This is an optimization exercise on Yosys and OpenROAD, whose aim is a short achievable clock period and few clock cycles per item, not a production implementation. No run shown here included a check of the RTL's function; only the layout flow was run. No run shown here takes its clock network from TritonCTS; it comes from the design's own scripts or RTL. No driver is modelled on the clock port, so clock power and skew are understated where the tree is cut down; a real chip needs a root buffer or a tree. Power is estimated from default activity; no workload was simulated.

$ cat config.mk
export PLATFORM = sky130hd
export DESIGN_NAME = uiFDMA
export DESIGN_NICKNAME = uiFDMA
export VERILOG_FILES = /design/flow/design.v
export SDC_FILE = /design/flow/constraint.sdc
export NUM_CORES = 4
export LEC_CHECK = 0
export ABC_CLOCK_PERIOD_IN_PS = 1500
export CAP_MARGIN = 20
export CORE_AREA = 10 10 290 290
export DIE_AREA = 0 0 300 300
export SETUP_SLACK_MARGIN = 1.6
export SLEW_MARGIN = 20
$ cat constraint.sdc
create_clock -name core_clock -period 3.3 [get_ports {M_AXI_ACLK}]
set_input_delay 0.6600 -clock core_clock [delete_from_list [all_inputs] [get_ports {M_AXI_ACLK}]]
set_output_delay 0.6600 -clock core_clock [all_outputs]
set_load 0.01 [all_outputs]
$ cat design.v
`timescale 1ns / 1ns
module uiFDMA_bgen (
    input  wire        clk,
    input  wire        rstn,
    input  wire        start,
    input  wire [31:0] start_addr,
    input  wire [15:0] start_size,
    input  wire        ready,
    output reg         valid,
    output reg  [31:0] addr,
    output reg  [7:0]  len
);
    reg  [31:0] a_q;        
    reg  [10:0] a_lo1;      
    reg         a_cy;       
    reg  [21:0] a_inc;      
    reg  [9:0]  nfull;      
    reg  [9:0]  nf_m1;      
    reg         nf_nz;      
    reg         part;       
    reg         full_q;     
    reg  [5:0]  lm1;        
    reg  [2:0]  seq;        
    reg         idle;       
    wire [5:0]  s_lm1  = start_size[5:0] - 6'd1;
    wire        s_full = |start_size[15:6];
    wire        seq2   = (seq == 3'd2);
    wire        seq4   = (seq == 3'd4);
    always @(posedge clk) begin
        a_lo1 <= a_q[20:10] + 11'd1;
        a_cy  <= &a_q[20:10];
        a_inc <= {a_q[31:21] + {10'd0, a_cy}, a_lo1};
        nf_m1 <= nfull - 10'd1;
        nf_nz <= |nfull;
        if (!rstn) begin
            a_q    <= 32'd0;
            nfull  <= 10'd0;
            part   <= 1'b0;
            full_q <= 1'b0;
            lm1    <= 6'd0;
            seq    <= 3'd0;
        end else if (start) begin
            a_q    <= start_addr;
            nfull  <= start_size[15:6];
            part   <= |start_size[5:0];
            full_q <= s_full;
            lm1    <= s_lm1;
            seq    <= 3'd0;
        end else if (~idle & ready) begin
            seq    <= 3'd1;
        end else if (seq != 3'd0) begin
            seq    <= seq4 ? 3'd0 : seq + 3'd1;
            if (seq2) begin
                a_q[31:10] <= a_inc;
                if (nf_nz) nfull <= nf_m1;
                else part <= 1'b0;
            end
            if (seq4) full_q <= nf_nz;
        end
        valid <= rstn & (start | (~idle & ~ready) | (seq4 & (nf_nz | part)));
        idle  <= ~(rstn & (start | (~idle & ~ready) | (seq4 & (nf_nz | part))));
        addr  <= start ? start_addr : {(seq2 ? a_inc : a_q[31:10]), a_q[9:0]};
        len   <= {2'b00, start ? (s_lm1 | {6{s_full}}) : (lm1 | {6{seq4 ? nf_nz : full_q}})};
    end
endmodule
module uiFDMA_dcnt (
    input  wire        clk,
    input  wire        rstn,
    input  wire        load,
    input  wire [15:0] val,
    input  wire        dec,
    output reg         one,      
    output reg         nz        
);
    reg  [5:0] lo;
    reg  [9:0] hi;
    reg        hi_z;             
    reg        hi_1;             
    reg  [9:0] hi_m1;            
    reg  [4:0] t_lo;             
    reg        t_b;              
    reg  [4:0] t_hi;             
    reg        ld1;              
    wire       wrap = (lo == 6'd0);
    always @(posedge clk) begin
        if (!rstn) begin
            lo   <= 6'd0;
            hi   <= 10'd0;
            hi_z <= 1'b1;
            one  <= 1'b0;
            nz   <= 1'b0;
        end else if (load) begin
            lo   <= val[5:0];
            hi   <= val[15:6];
            hi_z <= (val[15:6] == 10'd0);
            one  <= (val == 16'd1);
            nz   <= (val != 16'd0);
        end else if (dec) begin
            lo   <= lo - 6'd1;
            if (wrap) begin
                hi   <= hi_m1;
                hi_z <= hi_1;
            end
            one  <= hi_z & (lo == 6'd2);
            nz   <= ~one;
        end
        hi_1 <= load ? (val[15:6] == 10'd1) : (hi == 10'd1);
        t_lo <= hi[4:0] - 5'd1;
        t_b  <= (hi[4:0] == 5'd0);
        t_hi <= hi[9:5];
        ld1  <= load;
        if (load) hi_m1 <= val[15:6] - 10'd1;
        else if (!ld1) hi_m1 <= {t_hi - {4'd0, t_b}, t_lo};
    end
endmodule
module uiFDMA#
(
parameter  integer         M_AXI_ID_WIDTH			= 3		    ,
parameter  integer         M_AXI_ID			        = 0		    ,
parameter  integer         M_AXI_ADDR_WIDTH			= 32		,
parameter  integer         M_AXI_DATA_WIDTH			= 128		,
parameter  integer		  M_AXI_MAX_BURST_LEN       = 64
)
(
input   wire [M_AXI_ADDR_WIDTH-1 : 0]      fdma_waddr          ,
input                                      fdma_wareq          ,
input   wire [15 : 0]                      fdma_wsize          ,
output                                     fdma_wbusy          ,
input   wire [M_AXI_DATA_WIDTH-1 :0]       fdma_wdata		   ,
output  wire                               fdma_wvalid         ,
input	wire                               fdma_wready		   ,
input   wire [M_AXI_ADDR_WIDTH-1 : 0]      fdma_raddr          ,
input                                      fdma_rareq          ,
input   wire [15 : 0]                      fdma_rsize          ,
output                                     fdma_rbusy          ,
output  wire [M_AXI_DATA_WIDTH-1 :0]       fdma_rdata		   ,
output  wire                               fdma_rvalid         ,
input	wire                               fdma_rready		   ,
input 	wire  								M_AXI_ACLK			,
input 	wire  								M_AXI_ARESETN		,
output 	wire [M_AXI_ID_WIDTH-1 : 0]		    M_AXI_AWID			,
output 	wire [M_AXI_ADDR_WIDTH-1 : 0] 	    M_AXI_AWADDR		,
output 	wire [7 : 0]						M_AXI_AWLEN			,
output 	wire [2 : 0] 						M_AXI_AWSIZE		,
output 	wire [1 : 0] 						M_AXI_AWBURST		,
output 	wire  								M_AXI_AWLOCK		,
output 	wire [3 : 0] 						M_AXI_AWCACHE		,
output 	wire [2 : 0] 						M_AXI_AWPROT		,
output 	wire [3 : 0] 						M_AXI_AWQOS			,
output 	wire  								M_AXI_AWVALID		,
input	wire  								M_AXI_AWREADY		,
output  wire [M_AXI_ID_WIDTH-1 : 0] 		M_AXI_WID			,
output  wire [M_AXI_DATA_WIDTH-1 : 0] 	    M_AXI_WDATA			,
output  wire [M_AXI_DATA_WIDTH/8-1 : 0] 	M_AXI_WSTRB			,
output  wire  								M_AXI_WLAST			,
output  wire  								M_AXI_WVALID		,
input   wire  								M_AXI_WREADY		,
input   wire [M_AXI_ID_WIDTH-1 : 0] 		M_AXI_BID			,
input   wire [1 : 0] 						M_AXI_BRESP			,
input   wire  								M_AXI_BVALID		,
output  wire  								M_AXI_BREADY		,
output  wire [M_AXI_ID_WIDTH-1 : 0] 		M_AXI_ARID			,
output  wire [M_AXI_ADDR_WIDTH-1 : 0] 	    M_AXI_ARADDR		,
output  wire [7 : 0] 						M_AXI_ARLEN			,
output  wire [2 : 0] 						M_AXI_ARSIZE		,
output  wire [1 : 0] 						M_AXI_ARBURST		,
output  wire  								M_AXI_ARLOCK		,
output  wire [3 : 0] 						M_AXI_ARCACHE		,
output  wire [2 : 0] 						M_AXI_ARPROT		,
output  wire [3 : 0] 						M_AXI_ARQOS			,
output  wire  								M_AXI_ARVALID		,
input   wire  								M_AXI_ARREADY		,
input   wire [M_AXI_ID_WIDTH-1 : 0] 		M_AXI_RID			,
input   wire [M_AXI_DATA_WIDTH-1 : 0] 	    M_AXI_RDATA			,
input   wire [1 : 0] 						M_AXI_RRESP			,
input   wire  								M_AXI_RLAST			,
input   wire  								M_AXI_RVALID		,
output  wire  								M_AXI_RREADY
	);
wire clk  = M_AXI_ACLK;
wire rstn = M_AXI_ARESETN;
assign M_AXI_AWID    = M_AXI_ID;
assign M_AXI_AWSIZE  = 3'd4;
assign M_AXI_AWBURST = 2'b01;
assign M_AXI_AWLOCK  = 1'b0;
assign M_AXI_AWCACHE = 4'b0010;
assign M_AXI_AWPROT  = 3'h0;
assign M_AXI_AWQOS   = 4'h0;
assign M_AXI_WID     = M_AXI_ID;
assign M_AXI_WSTRB   = {(M_AXI_DATA_WIDTH/8){1'b1}};
assign M_AXI_BREADY  = 1'b1;
assign M_AXI_ARID    = M_AXI_ID;
assign M_AXI_ARSIZE  = 3'd4;
assign M_AXI_ARBURST = 2'b01;
assign M_AXI_ARLOCK  = 1'b0;
assign M_AXI_ARCACHE = 4'b0010;
assign M_AXI_ARPROT  = 3'h0;
assign M_AXI_ARQOS   = 4'h0;
reg  wbusy;                       
reg  widle;                       
wire wstart = fdma_wareq & widle;
assign fdma_wbusy = wbusy;
uiFDMA_bgen aw_gen (
    .clk(clk), .rstn(rstn), .start(wstart), .start_addr(fdma_waddr),
    .start_size(fdma_wsize), .ready(M_AXI_AWREADY),
    .valid(M_AXI_AWVALID), .addr(M_AXI_AWADDR), .len(M_AXI_AWLEN));
reg         w_more;              
reg         w_take0;             
reg         w_take0_n;           
reg  [5:0]  u_idx;
wire        u_one, u_nz;
assign fdma_wvalid = ~(w_take0_n | ~fdma_wready);
wire tk   = fdma_wready & w_take0;
reg  u_i63;                        
wire u_lb = u_one | u_i63;
uiFDMA_dcnt u_cnt (
    .clk(clk), .rstn(rstn), .load(wstart), .val(fdma_wsize), .dec(tk),
    .one(u_one), .nz(u_nz));
reg          wh_v;                
reg          wh_e;                
reg          w1_v, w2_v;          
reg          w1_ld0, w1_sh0, w2_ld0;  
reg  [129:0] wh_i;                
reg  [128:0] wh_d;                
reg  [129:0] w1_i, w2_i;          
wire         w_hs = ~wh_e & M_AXI_WREADY;
wire [129:0] w_new = {u_one, u_lb, fdma_wdata};
wire         wh_ld = wh_e | M_AXI_WREADY;           
wire [129:0] wh_nx = w1_v ? w1_i : w_new;
assign M_AXI_WVALID = wh_v;
assign M_AXI_WLAST  = wh_d[128];
assign M_AXI_WDATA  = wh_d[127:0];
wire w_n0 = wh_e;
wire w_n1 = ~wh_e & ~w1_v;
wire w_n2 = w1_v & ~w2_v;
wire w_n3 = w2_v;
wire w_up = tk & ~w_hs;
wire w_dn = w_hs & ~tk;
wire w_c1 = (w_n0 & w_up) | (w_n1 & ~w_up & ~w_dn) | (w_n2 & w_dn);
wire w_c2 = (w_n1 & w_up) | (w_n2 & ~w_up & ~w_dn) | (w_n3 & w_dn);
wire w_c3 = (w_n2 & w_up) | (w_n3 & ~w_dn);
wire w_more_nx = rstn & (wstart | (tk ? ~u_one : u_nz));
always @(posedge clk) begin
    wbusy   <= rstn & (wstart | (~widle & ~(w_hs & wh_i[129])));
    widle   <= ~(rstn & (wstart | (~widle & ~(w_hs & wh_i[129]))));
    w_more  <= w_more_nx;
    w_take0 <= w_more_nx & ~(rstn & w_c3);
    w_take0_n <= ~(w_more_nx & ~(rstn & w_c3));
    wh_v    <= rstn & (w_c1 | w_c2 | w_c3);
    wh_e    <= ~(rstn & (w_c1 | w_c2 | w_c3));
    w1_v    <= rstn & (w_c2 | w_c3);
    w2_v    <= rstn & w_c3;
    if (!rstn) wh_i <= 130'd0;
    else if (wh_ld) wh_i <= wh_nx;
    wh_d <= wh_ld ? wh_nx[128:0] : wh_i[128:0];
    if (w1_ld0 | M_AXI_WREADY) w1_i <= (w1_sh0 | (M_AXI_WREADY & w2_v)) ? w2_i : w_new;
    if (w2_ld0 | M_AXI_WREADY) w2_i <= w_new;
    w1_ld0 <= ~(rstn & (w_c1 | w_c2 | w_c3)) | ~(rstn & (w_c2 | w_c3));    
    w1_sh0 <= ~(rstn & (w_c1 | w_c2 | w_c3)) & (rstn & w_c3);               
    w2_ld0 <= ~(rstn & (w_c1 | w_c2 | w_c3)) | ~(rstn & w_c3);              
    if (wstart) u_idx <= 6'd0;
    else if (tk) u_idx <= u_idx + 6'd1;
    u_i63 <= ~wstart & (tk ? (u_idx == 6'd62) : u_i63);
end
reg  rbusy;                       
reg  ridle;                       
wire rstart = fdma_rareq & ridle;
assign fdma_rbusy = rbusy;
uiFDMA_bgen ar_gen (
    .clk(clk), .rstn(rstn), .start(rstart), .start_addr(fdma_raddr),
    .start_size(fdma_rsize), .ready(M_AXI_ARREADY),
    .valid(M_AXI_ARVALID), .addr(M_AXI_ARADDR), .len(M_AXI_ARLEN));
reg          rh_v;                
reg          rh_e;                
reg          rs_e;                
reg          r_full;              
reg  [127:0] rh_i;
reg  [127:0] rh_d;                
reg  [127:0] rs_i;                
wire         rready = ~(r_full & ~fdma_rready);
wire         r_hs = M_AXI_RVALID & (rs_e | fdma_rready);    
wire         dlv = fdma_rready & rh_v;
wire         rh_ld = ~rh_v | fdma_rready;           
wire [127:0] rh_nx = rs_e ? M_AXI_RDATA : rs_i;
wire         d_one, d_nz;
assign M_AXI_RREADY = rready;
assign fdma_rvalid  = ~(rh_e | ~fdma_rready);
assign fdma_rdata   = rh_d;
uiFDMA_dcnt d_cnt (
    .clk(clk), .rstn(rstn), .load(rstart), .val(fdma_rsize), .dec(dlv),
    .one(d_one), .nz(d_nz));
wire r_c1 = (~rs_e & dlv & ~r_hs) | (rh_v & rs_e & (r_hs ~^ dlv)) | (~rh_v & r_hs);
wire r_c2 = (~rs_e & (r_hs | ~dlv)) | (rh_v & rs_e & r_hs & ~dlv);
always @(posedge clk) begin
    rbusy <= rstn & (rstart | (~ridle & ~(dlv & d_one)));
    ridle <= ~(rstn & (rstart | (~ridle & ~(dlv & d_one))));
    rh_v  <= rstn & (r_c1 | r_c2);
    rh_e  <= ~(rstn & (r_c1 | r_c2));
    rs_e  <= ~(rstn & r_c2);
    r_full <= rstn & r_c2;
    if (!rstn) rh_i <= 128'd0;
    else if (rh_ld) rh_i <= rh_nx;
    rh_d <= rh_ld ? rh_nx : rh_i;
    if (rs_e | rh_ld) rs_i <= M_AXI_RDATA;
end
endmodule
$ cat flow/run.sh
#!/bin/bash
# The standard ORFS layout (the standard.sh) with these changes to how the
# layout is made:
#  - buffer_ports inserts plain buf_4 port buffers instead of the library's
#    smallest buffer (a delay cell);
#  - flow/io.tcl (ORFS's PRE_IO_PLACEMENT_TCL hook) asks the pin placer to keep
#    the pins of each port-to-port path next to each other;
#  - the clock tree is built by flow/my_cts.tcl (ORFS's PRE_CTS_TCL hook, it
#    stands in for TritonCTS): a balanced two-stage tree of clkbuf_16
#    buffers, MY_CTS_ROOTS roots fed by the clock port, each driving leaf
#    buffers that serve compact groups of at most MY_CTS_LEAF flip-flops;
#  - after the last timing repair, flow/fanout_fix.tcl (ORFS's
#    POST_GLOBAL_ROUTE_TCL hook) connects the gate of each port-to-port path
#    straight to its input port's buffer and reroutes those pins.
# Everything else (synthesis, floorplan, power grid, placement, timing repair,
# routing) is the standard flow. The make log goes to standard_flow.log and
# each ORFS step keeps its own log under orfs/logs.
set -euo pipefail
here=$(pwd)
export PRE_IO_PLACEMENT_TCL="$here/flow/io.tcl"
export PRE_CTS_TCL="$here/flow/my_cts.tcl"
export POST_GLOBAL_ROUTE_TCL="$here/flow/fanout_fix.tcl"
export MY_CTS_LEAF=24
export MY_CTS_ROOTS=4
bash standard.sh "BUFFER_PORTS_ARGS=-buffer_cell sky130_fd_sc_hd__buf_4" \
    "PRE_IO_PLACEMENT_TCL=$here/flow/io.tcl" "PRE_CTS_TCL=$here/flow/my_cts.tcl" \
    "POST_GLOBAL_ROUTE_TCL=$here/flow/fanout_fix.tcl" \
    finish > standard_flow.log 2>&1
$ cat flow/fanout_fix.tcl
# For each combinational port-to-port path, connect the gate that drives the
# output port's buffer straight to the input port's buffer, bypassing the
# buffer tree that timing repair built for the input's other loads. Sourced as
# ORFS's POST_GLOBAL_ROUTE_TCL hook, after the last timing repair: the moved
# pins are rerouted incrementally, and buffers left without loads removed.

proc my_ff_driver {net} {
  foreach it [$net getITerms] {
    if {[$it isOutputSignal]} { return $it }
  }
  return ""
}

proc my_ff_is_buf {inst} {
  set m [[$inst getMaster] getName]
  return [regexp {^sky130_fd_sc_hd__(buf|clkbuf)_[0-9]+$} $m]
}

# Does net n carry the signal of net root through buffers only?
proc my_ff_reaches {root n} {
  for {set d 0} {$d < 8} {incr d} {
    if {$n eq $root} { return 1 }
    set drv [my_ff_driver $n]
    if {$drv eq ""} { return 0 }
    set inst [$drv getInst]
    if {![my_ff_is_buf $inst]} { return 0 }
    set n [[$inst findITerm A] getNet]
    if {$n eq "NULL" || $n eq ""} { return 0 }
  }
  return 0
}

proc my_fanout_fix {in_port out_ports} {
  set block [ord::get_db_block]
  set pnet [$block findNet $in_port]
  if {$pnet eq "NULL"} { puts "fanout_fix: no net $in_port"; return }
  set ib ""
  foreach it [$pnet getITerms] {
    if {[$it isInputSignal] && [my_ff_is_buf [$it getInst]]} { set ib [$it getInst] }
  }
  if {$ib eq ""} { puts "fanout_fix: no input buffer on $in_port"; return }
  set root [[$ib findITerm X] getNet]
  foreach op $out_ports {
    set onet [$block findNet $op]
    set drv [my_ff_driver $onet]
    if {$drv eq ""} { continue }
    set ob [$drv getInst]
    if {![my_ff_is_buf $ob]} { continue }
    set gnet [[$ob findITerm A] getNet]
    set gdrv [my_ff_driver $gnet]
    if {$gdrv eq ""} { continue }
    set g [$gdrv getInst]
    foreach git [$g getITerms] {
      if {![$git isInputSignal]} { continue }
      set n [$git getNet]
      if {$n eq "NULL" || $n eq ""} { continue }
      if {$n ne $root && [my_ff_reaches $root $n]} {
        puts "fanout_fix: [$g getName]/[[$git getMTerm] getName] moved from [$n getName] to [$root getName] ($in_port -> $op)"
        $git disconnect
        $git connect $root
        my_ff_prune $n
      }
    }
  }
}

# Remove buffers (and their nets) whose output drives nothing any more.
proc my_ff_prune {net} {
  for {set d 0} {$d < 8} {incr d} {
    set loads 0
    foreach it [$net getITerms] { if {[$it isInputSignal]} { incr loads } }
    if {$loads > 0 || [llength [$net getBTerms]] > 0} { return }
    set drv [my_ff_driver $net]
    if {$drv eq ""} { return }
    set inst [$drv getInst]
    if {![my_ff_is_buf $inst]} { return }
    set up [[$inst findITerm A] getNet]
    puts "fanout_fix: removed [$inst getName] and [$net getName]"
    odb::dbInst_destroy $inst
    odb::dbNet_destroy $net
    if {$up eq "NULL" || $up eq ""} { return }
    set net $up
  }
}

global_route -start_incremental
my_fanout_fix fdma_rready {fdma_rvalid M_AXI_RREADY}
my_fanout_fix fdma_wready {fdma_wvalid}
global_route -end_incremental
$ cat flow/io.tcl
# Keep the pins of each combinational port-to-port path together on the die
# edge, so that these paths need no long wires.
set_io_pin_constraint -group -order -pin_names {fdma_rvalid fdma_rready M_AXI_RREADY}
set_io_pin_constraint -group -order -pin_names {fdma_wvalid fdma_wready}
$ cat flow/my_cts.tcl
# Clock tree built here instead of TritonCTS: the flip-flops are split into
# compact groups of at most about MY_CTS_LEAF sinks by recursive bisection of
# their placement; each group gets one clkbuf_16 at its centre, and the group
# buffers are driven by MY_CTS_ROOTS clkbuf_16 root buffers, each at the centre
# of the group buffers it drives, fed by the clock port. Every flip-flop sees
# the same two buffer stages.

proc my_cts_split {pts k} {
  if {$k <= 1} { return [list $pts] }
  set xs {}; set ys {}
  foreach p $pts { lappend xs [lindex $p 0]; lappend ys [lindex $p 1] }
  set xs [lsort -integer $xs]; set ys [lsort -integer $ys]
  set dx [expr {[lindex $xs end] - [lindex $xs 0]}]
  set dy [expr {[lindex $ys end] - [lindex $ys 0]}]
  set idx [expr {$dx >= $dy ? 0 : 1}]
  set s [lsort -integer -index $idx $pts]
  set k1 [expr {$k / 2}]
  set k2 [expr {$k - $k1}]
  set n [llength $s]
  set n1 [expr {int(round(double($n) * $k1 / $k))}]
  set a [lrange $s 0 [expr {$n1 - 1}]]
  set b [lrange $s $n1 end]
  return [concat [my_cts_split $a $k1] [my_cts_split $b $k2]]
}

proc my_cts_centre {pts} {
  set sx 0.0; set sy 0.0
  foreach p $pts { set sx [expr {$sx + [lindex $p 0]}]; set sy [expr {$sy + [lindex $p 1]}] }
  set n [llength $pts]
  return [list [expr {int($sx / $n)}] [expr {int($sy / $n)}]]
}

proc my_cts_place {inst xy} {
  set block [ord::get_db_block]
  set core [$block getCoreArea]
  set m [$inst getMaster]
  set w [$m getWidth]; set h [$m getHeight]
  set x [expr {[lindex $xy 0] - $w / 2}]
  set y [expr {[lindex $xy 1] - $h / 2}]
  set x [expr {max([$core xMin], min($x, [$core xMax] - $w))}]
  set y [expr {max([$core yMin], min($y, [$core yMax] - $h))}]
  $inst setLocation $x $y
  $inst setPlacementStatus PLACED
}

proc my_cts_build {} {
  set leaf_max [expr {[info exists ::env(MY_CTS_LEAF)] ? $::env(MY_CTS_LEAF) : 50}]
  set nroots [expr {[info exists ::env(MY_CTS_ROOTS)] ? $::env(MY_CTS_ROOTS) : 2}]
  set db [ord::get_db]
  set block [ord::get_db_block]
  set master [$db findMaster sky130_fd_sc_hd__clkbuf_16]
  set clk [$block findNet M_AXI_ACLK]
  set pts {}
  foreach it [$clk getITerms] {
    set inst [$it getInst]
    set b [$inst getBBox]
    lappend pts [list [expr {([$b xMin] + [$b xMax]) / 2}] [expr {([$b yMin] + [$b yMax]) / 2}] $it]
  }
  set n [llength $pts]
  set k [expr {($n + $leaf_max - 1) / $leaf_max}]
  set groups [my_cts_split $pts $k]
  puts "my_cts: $n sinks in [llength $groups] groups, $nroots root buffers"
  set leaves {}
  set i 0
  foreach g $groups {
    set inst [odb::dbInst_create $block $master "clkbuf_leaf_$i"]
    set net [odb::dbNet_create $block "clknet_leaf_$i"]
    $net setSigType CLOCK
    foreach p $g {
      set it [lindex $p 2]
      $it disconnect
      $it connect $net
    }
    [$inst findITerm X] connect $net
    set c [my_cts_centre $g]
    my_cts_place $inst $c
    lappend leaves [list [lindex $c 0] [lindex $c 1] [$inst findITerm A]]
    incr i
  }
  set rgroups [my_cts_split $leaves $nroots]
  set j 0
  foreach g $rgroups {
    set inst [odb::dbInst_create $block $master "clkbuf_root_$j"]
    set net [odb::dbNet_create $block "clknet_root_$j"]
    $net setSigType CLOCK
    foreach p $g { [lindex $p 2] connect $net }
    [$inst findITerm X] connect $net
    [$inst findITerm A] connect $clk
    my_cts_place $inst [my_cts_centre $g]
    incr j
  }
  $clk setSigType CLOCK
  global_connect
}

rename clock_tree_synthesis tritoncts_clock_tree_synthesis
proc clock_tree_synthesis {args} {
  my_cts_build
}
$ cat standard.sh
#!/bin/bash
# synth_recipe.tcl (not shown) runs the flow's synth.tcl, then flattens the netlist and writes it again
# the make line also repeats each setting of config.mk as NAME=value (left out here)
make -C /OpenROAD-flow-scripts/flow DESIGN_CONFIG=/design/flow/config.mk WORK_HOME=/design/flow/orfs CLKGATE_MAP_FILE= SYNTH_SCRIPT=/design/flow/synth_recipe.tcl "${@:-finish}"
==> results of run 1 <==
==> kinds of logic (layout without fill, tap and decap cells) <==
kind of cell | after synthesis | after routing
DFF | 1286 | 1286
and+or+nand+nor | 985 | 993
AOI/OAI and AO/OA | 535 | 545
muxes | 455 | 455
buffers and inverters | 309 | 1182
xor gates and xnor gates | 98 | 98
adders and majority gates | 43 | 43
other | 2 | 97
==> metrics by stage <==
| step | cells | setup slack [ps] | power (W) | area (um^2) |
|---|---|---|---|---|
| floorplan | 3776 | 908 | 0.0205 | 46500 |
| global placement | 5309 | 967 | 0.0221 | 52100 |
| detailed placement | 5309 | 954 | 0.0222 | 52100 |
| CTS | 5687 | 1280 | 0.0297 | 61700 |
| finish | 5739 | 1530 | 0.0314 | 62300 |
==> worst max path at each step <==
stage / end / slack (ps) / cells past startpoint
floorplan: rs_i[0] / 910 / 5
global placement: ar_gen.a_q[25] / 970 / 5
detailed placement: ar_gen.a_q[18] / 950 / 5
CTS: w1_i[0] / 1280 / 5
finish: aw_gen.a_q[21] / 1530 / 7
==> flip-flops by register name, summed over array words and instances, names as in the netlist, 11 cells and up <==
register      flops
rh_i            128
aw_gen.a_inc     22
rh_d            128
rs_i            128
wh_i            130
aw_gen.a_q       32
ar_gen.a_inc     22
w2_i            130
wh_d            129
ar_gen.a_q       32
w1_i            130
ar_gen.addr      32
aw_gen.a_lo1     11
aw_gen.addr      32
ar_gen.a_lo1     11
==> power by group through the flow <==
stage / clock (W) / sequential [W] / combinational, W
final: 0.00781 / 0.0183 / 0.00526
after detailed placement: 0 / 0.0186 / 0.00365
after floorplan: 0 / 0.0186 / 0.00187
after CTS: 0.00594 / 0.0186 / 0.00511
after global placement: 0 / 0.0185 / 0.00360
==> cell usage after synthesis (3+ instances only) <==
library cell / n / area [um^2]
a211oi_1: 7 / 52.6
a21oi_1: 77 / 385
a22o_1: 44 / 385
a311oi_1: 10 / 87.6
a31oi_1: 13 / 81.3
and2_1: 263 / 1650
and3_1: 16 / 100
and4_1: 6 / 52.6
buf_1: 7 / 26.3
buf_2: 68 / 340
buf_4: 96 / 721
buf_6: 18 / 203
buf_8: 4 / 60.1
clkbuf_1: 53 / 199
clkbuf_2: 13 / 65.1
dfxtp_1: 878 / 17600
edfxtp_1: 408 / 12300
ha_1: 43 / 538
inv_1: 46 / 173
mux2_2: 131 / 1480
mux2i_1: 324 / 3240
nand2_1: 493 / 1850
nand2b_1: 10 / 62.6
nand3_1: 36 / 180
nand4_1: 13 / 81.3
nand4b_1: 3 / 26.3
nor2_1: 81 / 304
nor2b_1: 7 / 43.8
nor3_1: 20 / 100
nor4_1: 12 / 75.1
nor4_2: 4 / 50.1
o211ai_1: 3 / 22.5
o21a_1: 3 / 22.5
o21ai_0: 112 / 561
o21ai_1: 76 / 380
o21ai_2: 169 / 1480
or2_2: 5 / 31.3
xnor2_1: 46 / 403
xor2_1: 52 / 455
==> worst reg2reg max path: stages, from the launching register on <==
cell     delay (ps)
dfxtp_4         370
inv_4            60
ha_4            120
nor2b_4         290
buf_12          210
mux2i_2         280
o21ai_2         100
a22o_1          240
==> area by class of cell <==
type                       instances  share of cell area
timing repair buffer            1075               0.203
inverter                          49             0.00343
sequential                      1286               0.479
tap                             1040              0.0209
buffer                            58              0.0233
multi-input combinational       2199               0.269
antenna                           32             0.00128
==> cell usage in the layout, fill, tap and decap left out, drive strengths merged, types with 3 or more instances in the layout <==
cell type,instances
a211oi,7
a21oi,77
a22o,44
a311oi,11
a31oi,13
a41o,4
and2,263
and3,17
and4,6
buf,1053
bufbuf,15
clkbuf,65
conb,65
dfxtp,878
diode,32
edfxtp,408
ha,43
inv,48
mux2,131
mux2i,324
nand2,495
nand2b,10
nand3,38
nand4,13
nand4b,3
nor2,82
nor2b,9
nor3,21
nor4,16
o211ai,3
o21a,4
o21ai,357
o21ba,8
or2,10
xnor2,46
xor2,52
==> metal layers <==
| layer | vias up | routed length, um | global-route usage |
|---|---|---|---|
| met3 | 272 | 10900 | 0.0678 |
| met5 | - | 137 | 0 |
| met4 | 22 | 6590 | 0.135 |
| met1 | 16000 | 55700 | 0.367 |
| met2 | 1169 | 72900 | 0.523 |
| li1 | 14700 | - | - |
==> flow_metrics.py, run 1 <==
metrics = {
    "outcome": {
        "status": "timing/DRC/antenna clean",
    },
    "finish": {
        "final_util": 0.803,
        "syn2layout_area_growth_pct": 35.0,
        "nNetsFinal": 5086,
        "multi_input_area_um2": 16700,
        "seqCellArea_um2": 29900,
        "drive_gt1_frac": 0.374,
        "nFillCells": 4601,
    },
    "global_route": {
        "antenna_found_initial": 42,
        "grt_pass1_wl_mm": 212,
        "overflow": 0,
        "grt_max_degree": 97,
        "grt_usage": 0.306,
        "grt_pass1_vias": 32500,
    },
    "setup_path": {
        "cp_top_family": "flip-flops",
        "cp-end-kind": "flop",
        "reg2reg_to": "aw_gen.a_q[21]",
        "cp.arrival_ps": 2130,
        "worst-path-buf-inv": 2,
        "critPathLaunchType": "flop",
        "cp.required_ps": 3660,
        "path_class": "flop to flop",
        "crit_chain": "inv_4, ha_4, nor2b_4, buf_12, mux2i_2, o21ai_2, a22o_1",
        "startpoint": "aw_gen.seq[0]",
        "cp_slowest_cell": "dfxtp_4",
        "r2r_slack_ps": 1530,
        "crit_fanout": 7,
        "reg2regPathDepth": 7,
        "rr_startpoint": "aw_gen.seq[0]",
        "crit_path_max_incr_delay_ps": 370,
    },
    "power": {
        "peakVddDrop_mv": 0.441,
        "internal_power_w": 0.0236,
        "combPwrFrac": 0.168,
        "power.share.clock": 0.249,
        "power_frac_seq": 0.584,
        "switching_share": 0.249,
        "netSwitchingPower_w": 0.00783,
        "leakage_nw": 26.8,
        "powerDensity_nw_per_um2": 504,
    },
    "logic_synthesis": {
        "synthDistinctLibCells": 69,
        "synth_top_family_by_area": "simple AND/OR/NAND/NOR gates",
        "synth_compound_area_frac": 0.0792,
        "syn_area_per_cell_um2": 12.4,
        "synthMuxAreaShare": 0.102,
        "synth_cells": 3713,
        "netlist_area_um2": 46200,
        "synth_xor_area_frac": 0.0186,
        "synthSimpleGateAreaFrac": 0.103,
        "synth_flop_cell": "dfxtp_1",
        "synth_adder_area_share": 0.0117,
        "ys_seq_area_frac": 0.646,
        "synth_edf_count": 408,
        "yosys_warnings": 3,
        "async_flop_share": 0,
        "ys_ff_latch": 1286,
    },
    "die": {
        "ios": 779,
        "die-area_um2": 90000,
        "die_h_um": 300,
        "coreArea_um2": 77600,
        "die_x_um": 300,
        "start_util": 0.595,
        "rows": 102,
    },
    "placed_design": {
        "dp_hpwl_mm": 81.7,
        "io_buffers": 702,
        "place_congestion": 0.804,
    },
    "min_path": {
        "min_delay_path_depth": 0,
        "hp-start": "aw_gen.a_lo1[4]",
        "hp-class": "flop to flop",
        "hold_end": "aw_gen.a_inc[4]",
    },
    "timing": {
        "max_freq_mhz": 564,
        "setup_violations": 0,
        "holdWs_ps": 333,
        "hold_viol": 0,
        "layout_min_cycle_time_ps": 1770,
        "worst_pin_slew_ps": 550,
        "period_share": 0.537,
        "clock_skew_ps": 23.0,
        "setup_tns_ps": 0,
        "max_slew_margin": 0.632,
        "drv_slew": 0,
    },
    "clock_tree": {
        "cts_resized": 744,
        "clk_latency_ps": 470,
        "clkTransAtPathRegs_ps": 100,
        "postCtsSetupBuffers": 176,
        "ctsHoldBuffers": 0,
    },
    "routing": {
        "first_iter_violations": 2292,
        "vias_per_cell": 5.60,
        "vias": 32100,
        "ant_nets": 0,
        "wire_per_inst_um": 25.5,
        "firstDrtPassIters": 5,
        "wirelength_mm": 146,
        "drcViolationCount": 0,
    },
    "job": {
        "maxCapViolCount": 0,
    },
}
==> inputs of run 2 (changes only) <==
--- a/design.v
+++ b/design.v
@@ -21,10 +21,10 @@
     reg         full_q;     
     reg  [5:0]  lm1;        
-    reg  [2:0]  seq;        
+    reg  [4:1]  seq;        
     reg         idle;       
     wire [5:0]  s_lm1  = start_size[5:0] - 6'd1;
     wire        s_full = |start_size[15:6];
-    wire        seq2   = (seq == 3'd2);
-    wire        seq4   = (seq == 3'd4);
+    wire        seq2   = seq[2];
+    wire        seq4   = seq[4];
     always @(posedge clk) begin
         a_lo1 <= a_q[20:10] + 11'd1;
@@ -39,5 +39,5 @@
             full_q <= 1'b0;
             lm1    <= 6'd0;
-            seq    <= 3'd0;
+            seq    <= 4'd0;
         end else if (start) begin
             a_q    <= start_addr;
@@ -46,9 +46,9 @@
             full_q <= s_full;
             lm1    <= s_lm1;
-            seq    <= 3'd0;
+            seq    <= 4'd0;
         end else if (~idle & ready) begin
-            seq    <= 3'd1;
-        end else if (seq != 3'd0) begin
-            seq    <= seq4 ? 3'd0 : seq + 3'd1;
+            seq    <= 4'd1;
+        end else begin
+            seq    <= {seq[3:1], 1'b0};
             if (seq2) begin
                 a_q[31:10] <= a_inc;
@@ -273,14 +273,12 @@
 reg          rh_v;                
 reg          rh_e;                
-reg          rs_e;                
-reg          r_full;              
+reg          s1_v, s2_v;          
+reg          rready;              
 reg  [127:0] rh_i;
 reg  [127:0] rh_d;                
-reg  [127:0] rs_i;                
-wire         rready = ~(r_full & ~fdma_rready);
-wire         r_hs = M_AXI_RVALID & (rs_e | fdma_rready);    
+reg  [127:0] s1_i, s2_i;          
+wire         r_hs = M_AXI_RVALID & ~s2_v;           
 wire         dlv = fdma_rready & rh_v;
-wire         rh_ld = ~rh_v | fdma_rready;           
-wire [127:0] rh_nx = rs_e ? M_AXI_RDATA : rs_i;
+wire [127:0] rh_nx = s1_v ? s1_i : M_AXI_RDATA;
 wire         d_one, d_nz;
 assign M_AXI_RREADY = rready;
@@ -290,17 +288,20 @@
     .clk(clk), .rstn(rstn), .load(rstart), .val(fdma_rsize), .dec(dlv),
     .one(d_one), .nz(d_nz));
-wire r_c1 = (~rs_e & dlv & ~r_hs) | (rh_v & rs_e & (r_hs ~^ dlv)) | (~rh_v & r_hs);
-wire r_c2 = (~rs_e & (r_hs | ~dlv)) | (rh_v & rs_e & r_hs & ~dlv);
+wire rh_v_nx = rstn & (fdma_rready ? (s1_v | r_hs) : rh_v);
+wire s1_v_nx = rstn & (fdma_rready ? (s2_v | (s1_v & r_hs)) : (s1_v | r_hs));
+wire s2_v_nx = rstn & (fdma_rready ? (s2_v & r_hs) : (s2_v | (s1_v & r_hs)));
 always @(posedge clk) begin
     rbusy <= rstn & (rstart | (~ridle & ~(dlv & d_one)));
     ridle <= ~(rstn & (rstart | (~ridle & ~(dlv & d_one))));
-    rh_v  <= rstn & (r_c1 | r_c2);
-    rh_e  <= ~(rstn & (r_c1 | r_c2));
-    rs_e  <= ~(rstn & r_c2);
-    r_full <= rstn & r_c2;
+    rh_v  <= rh_v_nx;
+    rh_e  <= ~rh_v_nx;
+    s1_v  <= s1_v_nx;
+    s2_v  <= s2_v_nx;
+    rready <= ~s2_v_nx;
     if (!rstn) rh_i <= 128'd0;
-    else if (rh_ld) rh_i <= rh_nx;
-    rh_d <= rh_ld ? rh_nx : rh_i;
-    if (rs_e | rh_ld) rs_i <= M_AXI_RDATA;
+    else if (fdma_rready) rh_i <= rh_nx;
+    rh_d <= fdma_rready ? rh_nx : rh_i;
+    if (fdma_rready | ~s1_v) s1_i <= (fdma_rready & s2_v) ? s2_i : M_AXI_RDATA;
+    if (fdma_rready | ~s2_v) s2_i <= M_AXI_RDATA;
 end
 endmodule
--- a/flow/fanout_fix.tcl
+++ b/flow/fanout_fix.tcl
@@ -85,5 +85,5 @@
 
 global_route -start_incremental
-my_fanout_fix fdma_rready {fdma_rvalid M_AXI_RREADY}
+my_fanout_fix fdma_rready {fdma_rvalid}
 my_fanout_fix fdma_wready {fdma_wvalid}
 global_route -end_incremental
==> run 2 against run 1 <==
  * Total power rose by 10%
  * Clock skew down 0.81 ps
  * Die area did not move
  * First-iteration DRC count is 110% higher
  * Sequential share of layout area grew 0.72 points
  * Sequential power grew 12%
  * Still clean on timing, DRC and antenna
  * Critical path type unchanged
  * Largest cell class unchanged
==> flow_metrics.py, run 2 <==
metrics = {
    "finish": {
        "final_common_cell": "dfxtp_1",
        "nNetsFinal": 5410,
        "syn2layout_area_growth_pct": 37.3,
        "drive_gt1_frac": 0.399,
        "reg_top3": "w1_i x130, w2_i x130, wh_i x130",
        "final_cell_mix": "dfxtp_1 (840), buf_4 (763), edfxtp_1 (536)",
        "final_util": 0.896,
    },
    "timing": {
        "setup_violations": 0,
        "period_share": 0.639,
        "drv_slew": 0,
        "worst_pin_slew_ps": 771,
        "clock_skew_ps": 22.2,
        "max_slew_margin": 0.471,
        "hold_viol": 0,
        "setup_tns_ps": 0,
        "max_freq_mhz": 474,
        "layout_min_cycle_time_ps": 2110,
        "holdWs_ps": 333,
    },
    "routing": {
        "wire_per_inst_um": 33.8,
        "first_iter_violations": 4759,
        "vias_per_cell": 6.48,
        "wirelength_mm": 205,
        "drcViolationCount": 0,
        "vias": 39400,
        "ant_nets": 0,
        "firstDrtPassIters": 6,
    },
    "clock_tree": {
        "clk_latency_ps": 510,
        "ctsHoldBuffers": 0,
        "postCtsSetupBuffers": 206,
        "clkTransAtPathRegs_ps": 100,
        "cts_resized": 1314,
    },
    "die": {
        "coreArea_um2": 77600,
        "die_h_um": 300,
        "die_x_um": 300,
        "start_util": 0.652,
        "die-area_um2": 90000,
        "rows": 102,
        "ios": 779,
    },
    "power": {
        "combPwrFrac": 0.150,
        "powerDensity_nw_per_um2": 498,
        "power.share.clock": 0.258,
        "switching_share": 0.261,
        "netSwitchingPower_w": 0.00904,
        "internal_power_w": 0.0255,
        "peakVddDrop_mv": 0.537,
        "power_frac_seq": 0.593,
        "power.total_w": 0.0346,
        "leakage_nw": 29.6,
    },
    "setup_path": {
        "path_class": "flop to flop",
        "critPathLaunchType": "flop",
        "r2r_slack_ps": 1190,
        "endpoint": "wh_i[84]",
        "crit_fanout": 21,
        "reg2regPathDepth": 5,
        "rr_startpoint": "w1_v",
        "cp.required_ps": 3710,
        "cp.arrival_ps": 2520,
        "reg2reg_to": "wh_i[84]",
        "startpoint": "w1_v",
        "cp-end-kind": "flop",
    },
    "placed_design": {
        "io_buffers": 702,
        "dp_hpwl_mm": 84.7,
        "place_congestion": 0.829,
    },
    "global_route": {
        "grt_max_degree": 84,
        "use_met1": 0.458,
        "met3_usage": 0.109,
        "antenna_found_initial": 53,
        "busiest_layer": "met2",
        "overflow": 0,
        "grt_pass1_vias": 38700,
        "grt_usage": 0.397,
        "grt_pass1_wl_mm": 268,
        "grt_use_met2": 0.642,
    },
    "logic_synthesis": {
        "netlist_top_cells_area": "dfxtp_1 (35%), edfxtp_1 (32%), mux2i_1 (6.2%)",
        "synthDistinctLibCells": 53,
        "synth_cells": 4003,
        "synth_common_cells": "dfxtp_1 (881), edfxtp_1 (536), nand2_1 (343)",
        "yosysMostFrequentCell": "dfxtp_1",
        "netlist_area_um2": 50600,
        "syn_area_per_cell_um2": 12.6,
        "synth_edf_count": 536,
        "ys_ff_latch": 1417,
        "netlist.area_leader.share": 0.349,
        "synth_top_area_cell": "dfxtp_1",
        "ys_seq_area_frac": 0.667,
        "synth_flop_cell": "dfxtp_1",
        "yosys_warnings": 3,
        "async_flop_share": 0,
    },
    "outcome": {
        "status": "timing/DRC/antenna clean",
    },
    "min_path": {
        "hp-class": "flop to flop",
    },
    "job": {
        "maxCapViolCount": 0,
    },
}
==> run 2: layer usage <==
layer	up-vias	part of all wire
met5	-	0.00094
li1	15800	-
met3	1101	0.13
met1	19100	0.32
met2	3335	0.45
met4	32	0.094
==> run 2: power groups by stage <==
stage	sequential (W)	clock, W	combinational [W]
finish	0.0205	0.00891	0.00518
CTS	0.0207	0.00654	0.00470
detailed placement	0.0206	0	0.00345
global placement	0.0205	0	0.00338
floorplan	0.0206	0	0.00175
==> run 2: through the flow <==
| stage | std cells | cell area [um^2] | setup WS, ps |
|---|---|---|---|
| finish | 6083 | 69500 | 1190 |
| detailed placement | 5577 | 56700 | 1010 |
| global placement | 5577 | 56700 | 1040 |
| floorplan | 4066 | 51100 | 921 |
| CTS | 6010 | 68900 | 1190 |
==> run 2: cells by family (layout without fill, tap and decap cells) <==
logic type | count (synthesis) | after routing | share of synthesized area
AOI/OAI and AO/OA | 567 | 567 | 0.0631
and+or+nand+nor | 984 | 993 | 0.0933
buffers and inverters | 325 | 1247 | 0.0311
xor gates and xnor gates | 101 | 101 | 0.0175
muxes | 570 | 570 | 0.119
adders and majority gates | 37 | 37 | 0.00915
other | 2 | 111 | 0.000148
DFF | 1417 | 1417 | 0.667
==> run 2: area by class of cell <==
cell class,instances,area (um^2)
plain buffers,64,1600
repair inverters,1,8.76
repair buffers,1134,13600
well taps,1040,1300
fillers,2992,8100
diodes,46,115
inverters,48,203
flip-flops and latches,1417,33800
multi-input cells,2333,18900
==> run 2: worst min path at each step <==
stage / to / cells after the start / from / slack (ps)
floorplan: ar_gen.a_inc[0] / 0 / ar_gen.a_lo1[0] / 310
global placement: ar_gen.a_inc[5] / 0 / ar_gen.a_lo1[5] / 310
detailed placement: aw_gen.a_inc[2] / 0 / aw_gen.a_lo1[2] / 310
CTS: ar_gen.a_inc[1] / 0 / ar_gen.a_lo1[1] / 310
finish: aw_gen.a_inc[0] / 0 / aw_gen.a_lo1[0] / 330
==> run 2: critical path, stage by stage, from the launching register on <==
cell and delay [ps]:
dfxtp_4 400, buf_12 150, buf_6 320, mux2i_1 710, o21ai_4 220, and2_1 200
==> inputs of run 3 (changes only) <==
==> flow/io.tcl (replaced) <==
# Keep the pins of each combinational port-to-port path together on the die
# edge, so that these paths need no long wires.
set_io_pin_constraint -group -order -pin_names {fdma_rvalid fdma_rready}
set_io_pin_constraint -group -order -pin_names {fdma_wvalid fdma_wready}
==> run 3 against run 2 <==
  * Final cell count up 0.16%
  * Wire length is 1.5% higher
  * Hold slack got worse by 9.9 ps
  * Worst setup slack better by 150 ps
  * Synthesized cell count stayed put
  * Sequential share of layout area rose by 0.17 points
  * Maximum frequency rose by 7.9%
  * Critical path depth is 4 lower
  * Critical endpoint is now M_AXI_WDATA[123]
==> flow_metrics.py, run 3 <==
metrics = {
    "outcome": {
        "status": "timing/DRC/antenna clean",
    },
    "timing": {
        "layout_min_cycle_time_ps": 1950,
        "setup_tns_ps": 0,
        "drv_slew": 0,
        "setup_violations": 0,
        "max_slew_margin": 0.586,
        "hold_viol": 0,
        "holdWs_ps": 323,
        "worst_pin_slew_ps": 620,
        "clock_skew_ps": 20.7,
        "max_freq_mhz": 512,
        "period_share": 0.592,
        "finalWorstSetupSlack_ps": 1350,
    },
    "setup_path": {
        "cp_top_family": "flip-flops",
        "crit_fanout": 1,
        "crit_chain": "buf_4",
        "worst-path-buf-inv": 1,
        "cp.arrival_ps": 1290,
        "cp.required_ps": 2640,
        "cp_slowest_cell": "dfxtp_2",
        "cp-end-kind": "output port",
        "crit_path_max_incr_delay_ps": 570,
        "critPathLaunchType": "flop",
        "path_class": "flop to output port",
    },
    "logic_synthesis": {
        "ys_ff_latch": 1417,
        "netlist.area_leader.share": 0.349,
        "netlist_top_cells_area": "dfxtp_1 (35%), edfxtp_1 (32%), mux2i_1 (6.2%)",
        "synth_common_cells": "dfxtp_1 (881), edfxtp_1 (536), nand2_1 (343)",
        "synth_edf_count": 536,
        "netlist_area_um2": 50600,
        "syn_area_per_cell_um2": 12.6,
        "async_flop_share": 0,
        "synthDistinctLibCells": 53,
        "synth_top_area_cell": "dfxtp_1",
        "synth_cells": 4003,
        "ys_seq_area_frac": 0.667,
        "yosysMostFrequentCell": "dfxtp_1",
        "synth_flop_cell": "dfxtp_1",
        "yosys_warnings": 3,
    },
    "routing": {
        "first_iter_violations": 4960,
        "firstDrtPassIters": 8,
        "wirelength_mm": 208,
        "wire_per_inst_um": 34.2,
        "drcViolationCount": 0,
        "vias_per_cell": 6.51,
        "vias": 39700,
        "ant_nets": 0,
    },
    "global_route": {
        "grt_pass1_vias": 38400,
        "antenna_found_initial": 53,
        "grt_usage": 0.387,
        "overflow": 0,
        "grt_pass1_wl_mm": 262,
        "grt_max_degree": 93,
    },
    "placed_design": {
        "io_buffers": 702,
        "place_ws_ps": 903,
        "place_congestion": 0.828,
        "placed_area_um2": 56700,
        "dp_hpwl_mm": 84.7,
    },
    "finish": {
        "syn2layout_area_growth_pct": 36.9,
        "fin_area_um2": 69300,
        "nNetsFinal": 5416,
        "final_cell_mix": "dfxtp_1 (832), buf_4 (776), edfxtp_1 (536)",
        "nFillCells": 3042,
        "final_common_cell": "dfxtp_1",
        "reg_top3": "w1_i x130, w2_i x130, wh_i x130",
        "drive_gt1_frac": 0.392,
    },
    "clock_tree": {
        "cts_resized": 1132,
        "clk_latency_ps": 520,
        "postCtsSetupBuffers": 215,
        "ctsHoldBuffers": 0,
        "clkTransAtPathRegs_ps": 100,
    },
    "power": {
        "peakVddDrop_mv": 0.553,
        "combPwrFrac": 0.152,
        "leakage_nw": 29.1,
        "power.total_w": 0.0347,
        "power_frac_seq": 0.591,
        "internal_power_w": 0.0256,
        "switching_share": 0.262,
        "powerDensity_nw_per_um2": 501,
        "power.share.clock": 0.257,
        "netSwitchingPower_w": 0.00910,
    },
    "min_path": {
        "hp-class": "flop to flop",
    },
    "die": {
        "rows": 102,
        "ios": 779,
        "coreArea_um2": 77600,
        "die-area_um2": 90000,
        "die_x_um": 300,
        "die_h_um": 300,
        "start_util": 0.652,
    },
    "job": {
        "maxCapViolCount": 0,
    },
}
## run 3: cell counts after synthesis
Identical to the previous run, type by type.
## run 3: cells by family (layout without fill, tap and decap cells)
family	Yosys count	in the layout	share of synthesized area
AO/OA/AOI/OAI	567	567	0.0631
XOR/XNOR	101	101	0.0175
adder cells (fa/ha/maj)	37	37	0.00915
buffers and inverters	325	1252	0.0311
flip-flops	1417	1417	0.667
multiplexers	570	570	0.119
other	2	115	0.000148
AND/OR/NAND/NOR	984	994	0.0933
## run 3: per-layer routing
layer | routed length, um | track usage | up-vias | share of wire
met5 | 320 | 0 | - | 0.0015
met4 | 20600 | 0.274 | 30 | 0.099
met3 | 27700 | 0.114 | 1257 | 0.13
met2 | 93300 | 0.623 | 3509 | 0.45
met1 | 66500 | 0.441 | 19000 | 0.32
li1 | - | - | 15800 | -
## run 3: path summary, 6_finish.rpt
kind              depth (start not counted)  slack (ps)            start               end
hold / removal                            0         320  ar_gen.a_lo1[5]   ar_gen.a_inc[5]
setup reg to reg                          4        1390             w1_v          wh_i[33]
hold reg to reg                           0         320  ar_gen.a_lo1[5]   ar_gen.a_inc[5]
setup / recovery                          1        1350        wh_d[123]  M_AXI_WDATA[123]
## run 3: area by class of cell
class | count | area [um^2] | area share
antenna | 50 | 125 | 0.00181
tap | 1040 | 1300 | 0.0188
multi-input combinational | 2334 | 18500 | 0.267
buffer | 64 | 1600 | 0.0231
inverter | 48 | 195 | 0.00282
timing repair buffer | 1140 | 13700 | 0.198
sequential | 1417 | 33800 | 0.488
## run 3: power groups by stage
| stage | clock network [W] | logic, W | registers (W) |
|---|---|---|---|
| after floorplan | 0 | 0.00175 | 0.0206 |
| after global placement | 0 | 0.00337 | 0.0205 |
| after detailed placement | 0 | 0.00345 | 0.0206 |
| after CTS | 0.00654 | 0.00471 | 0.0207 |
| final | 0.00893 | 0.00528 | 0.0205 |
## run 3: stage by stage
| step | util | cells |
|---|---|---|
| finish | 0.893 | 6093 |
| CTS | 0.882 | 6013 |
| detailed placement | 0.731 | 5573 |
| global placement | 0.731 | 5573 |
| floorplan | - | 4066 |
==> inputs of run 4 (changes only) <==
--- a/config.mk
+++ b/config.mk
@@ -8,6 +8,6 @@
 export ABC_CLOCK_PERIOD_IN_PS = 1500
 export CAP_MARGIN = 20
-export CORE_AREA = 10 10 290 290
-export DIE_AREA = 0 0 300 300
+export CORE_AREA = 10 10 310 310
+export DIE_AREA = 0 0 320 320
 export SETUP_SLACK_MARGIN = 1.6
 export SLEW_MARGIN = 20
==> run 4 against run 3 <==
  * First-iteration DRC count decreased by 46%
  * Sequential share of layout area increased by 2.0 points
  * Sequential power about the same
  * Flip-flop and latch count unchanged
  * Clock skew decreased by 5.5 ps
  * Combinational power decreased by 14%
  * Wire length decreased by 27%
  * Critical path depth increased by 1
  * Die area increased by 14%
  * Clock power decreased by 4.5%
  * Global-route usage decreased by 10 points
  * Worst setup slack improved by 190 ps
==> flow_metrics.py, run 4 <==
metrics = {
    "outcome": {
        "status": "timing/DRC/antenna clean",
    },
    "logic_synthesis": {
        "syn_area_per_cell_um2": 12.6,
        "netlist_area_um2": 50600,
        "synthDistinctLibCells": 53,
        "netlist.area_leader.share": 0.349,
        "ys_ff_latch": 1417,
        "yosysMostFrequentCell": "dfxtp_1",
        "synth_flop_cell": "dfxtp_1",
        "synth_common_cells": "dfxtp_1 (881), edfxtp_1 (536), nand2_1 (343)",
        "synth_cells": 4003,
        "ys_seq_area_frac": 0.667,
        "synth_top_area_cell": "dfxtp_1",
        "netlist_top_cells_area": "dfxtp_1 (35%), edfxtp_1 (32%), mux2i_1 (6.2%)",
        "synth_edf_count": 536,
        "yosys_warnings": 3,
        "async_flop_share": 0,
    },
    "finish": {
        "syn2layout_area_growth_pct": 31.4,
        "final_common_cell": "dfxtp_1",
        "nNetsFinal": 5313,
        "final_cell_mix": "dfxtp_1 (846), buf_4 (770), edfxtp_1 (536)",
        "nFillCells": 5843,
        "drive_gt1_frac": 0.350,
        "reg_top3": "w1_i x130, w2_i x130, wh_i x130",
    },
    "routing": {
        "wirelength_mm": 152,
        "ant_nets": 0,
        "first_iter_violations": 2699,
        "firstDrtPassIters": 5,
        "vias": 33600,
        "vias_per_cell": 5.51,
        "wire_per_inst_um": 25.0,
        "drcViolationCount": 0,
    },
    "timing": {
        "drv_slew": 0,
        "setup_violations": 0,
        "holdWs_ps": 331,
        "setup_tns_ps": 0,
        "clock_skew_ps": 15.2,
        "hold_viol": 0,
        "finalWorstSetupSlack_ps": 1540,
        "max_freq_mhz": 569,
        "max_slew_margin": 0.570,
        "worst_pin_slew_ps": 645,
        "layout_min_cycle_time_ps": 1760,
        "period_share": 0.533,
    },
    "min_path": {
        "hp-start": "ar_gen.a_lo1[9]",
        "hp-class": "flop to flop",
    },
    "clock_tree": {
        "postCtsSetupBuffers": 155,
        "ctsHoldBuffers": 0,
        "cts_resized": 993,
        "clkTransAtPathRegs_ps": 90,
        "clk_latency_ps": 480,
    },
    "setup_path": {
        "rr_startpoint": "w2_v",
        "cp.required_ps": 2640,
        "startpoint": "w_take0_n",
        "crit_fanout": 1,
        "crit_path_max_incr_delay_ps": 340,
        "cp_top_family": "flip-flops",
        "cp.arrival_ps": 1100,
        "crit_chain": "nor2b_4, buf_6",
        "path_class": "flop to output port",
        "cp_slowest_cell": "dfxtp_2",
        "worst-path-buf-inv": 1,
        "critPathLaunchType": "flop",
        "cp-end-kind": "output port",
        "r2r_slack_ps": 1610,
    },
    "die": {
        "die-area_um2": 102000,
        "start_util": 0.570,
        "rows": 109,
        "die_h_um": 320,
        "die_x_um": 320,
        "ios": 779,
        "coreArea_um2": 88800,
    },
    "power": {
        "peakVddDrop_mv": 0.495,
        "leakage_nw": 28.3,
        "powerDensity_nw_per_um2": 501,
        "power.total_w": 0.0333,
    },
    "placed_design": {
        "place_ws_ps": 1000,
        "io_buffers": 702,
        "dp_hpwl_mm": 86.5,
        "place_congestion": 0.804,
    },
    "job": {
        "maxCapViolCount": 0,
    },
    "global_route": {
        "antenna_found_initial": 45,
        "grt_pass1_wl_mm": 224,
        "overflow": 0,
        "grt_max_degree": 74,
        "grt_usage": 0.285,
        "grt_pass1_vias": 34200,
    },
}
run 4: final timing paths:
path,endpoint,cells past startpoint
setup reg to reg,w1_i[46],6
setup / recovery,fdma_wvalid,2
hold / removal,ar_gen.a_inc[9],0
hold reg to reg,ar_gen.a_inc[9],0
run 4: cells by family (layout without fill, tap and decap cells):
family / after synthesis / after routing / synth area share
adders and majority gates: 37 / 37 / 0.00915
AOI/OAI and AO/OA: 567 / 567 / 0.0631
and+or+nand+nor: 984 / 988 / 0.0933
xor gates and xnor gates: 101 / 101 / 0.0175
muxes: 570 / 570 / 0.119
other: 2 / 100 / 0.000148
DFF: 1417 / 1417 / 0.667
buffers and inverters: 325 / 1155 / 0.0311
run 4: report_power, final:
group          leakage, nW  total (W)  switching [W]  internal (W)
Clock                0.789    0.00853        0.00509       0.00345
Combinational         14.5    0.00453        0.00220       0.00233
Sequential            13.0     0.0203       0.000655        0.0196
Total                 28.3     0.0333        0.00794        0.0254
run 4: worst reg2reg max path: cells and delay by family, from the launching register on:
kind | cells | cell delay, ps
buffers and inverters | 4 | 560
multiplexers | 1 | 310
AO/OA/AOI/OAI | 1 | 210
flip-flops | 1 | 380
run 4: area by class of cell:
class | instances | area (um^2) | area share
plain buffers | 64 | 1600 | 0.0241
flip-flops and latches | 1417 | 33800 | 0.508
multi-input cells | 2328 | 17800 | 0.268
diodes | 35 | 87.6 | 0.00132
repair buffers | 1042 | 11500 | 0.174
repair inverters | 1 | 8.76 | 0.000132
inverters | 48 | 199 | 0.00299
well taps | 1165 | 1460 | 0.0219
run 4: routing by layer:
metal  track usage  part of all wire  up-vias  routed length, um
met1         0.359              0.40    16800              61400
met4        0.0999             0.033       22               5030
met3        0.0659             0.070      214              10700
met2         0.478              0.49      964              74900
li1              -                 -    15600                  -
met5             0           0.00089        -                135
run 4: through the flow:
stage	utilization	instance area, um^2	std cells
final	0.749	66500	6100
after CTS	0.745	66200	6046
after detailed placement	0.642	57000	5713
after global placement	0.642	57000	5713
after floorplan	-	51100	4066

-- re-timing with driven ports --
The results above use ideal ports. As a check the final layouts listed here were re-extracted and re-timed, cells and wires unchanged.
Step 1 sets driving cells, clkbuf_16 on the clock port and buf_2 on the other inputs (assumed; they add their load-dependent delay and slew).
Step 2 moves the port delays by t, midway between the first and last clock arrival at a register: inputs arrive t later, outputs are due t later. That takes back most of the time a late clock gives input paths.
Slacks: ideal ports / drivers / drivers and shift; pairs: ideal ports / drivers.
run | shift t [ns] | slack for setup (ns) | worst register clock-pin slew, ns | worst data-port slew with drivers (ns)
run 1 | 0.603 | 1.527 / 1.434 / 1.185 | 0.10 / 0.10 | 0.19
run 2 | 0.647 | 1.192 / 1.087 / 0.937 | 0.12 / 0.12 | 0.39
run 3 | 0.667 | 1.347 / 1.181 / 0.785 | 0.12 / 0.12 | 0.39
run 4 | 0.628 | 1.542 / 1.331 / 0.928 | 0.10 / 0.10 | 0.25
After both steps setup and hold are still met in every run listed. For run 4, which loses most, drivers alone change the setup slack by -0.211 ns; drivers and shift together by -0.614 ns.
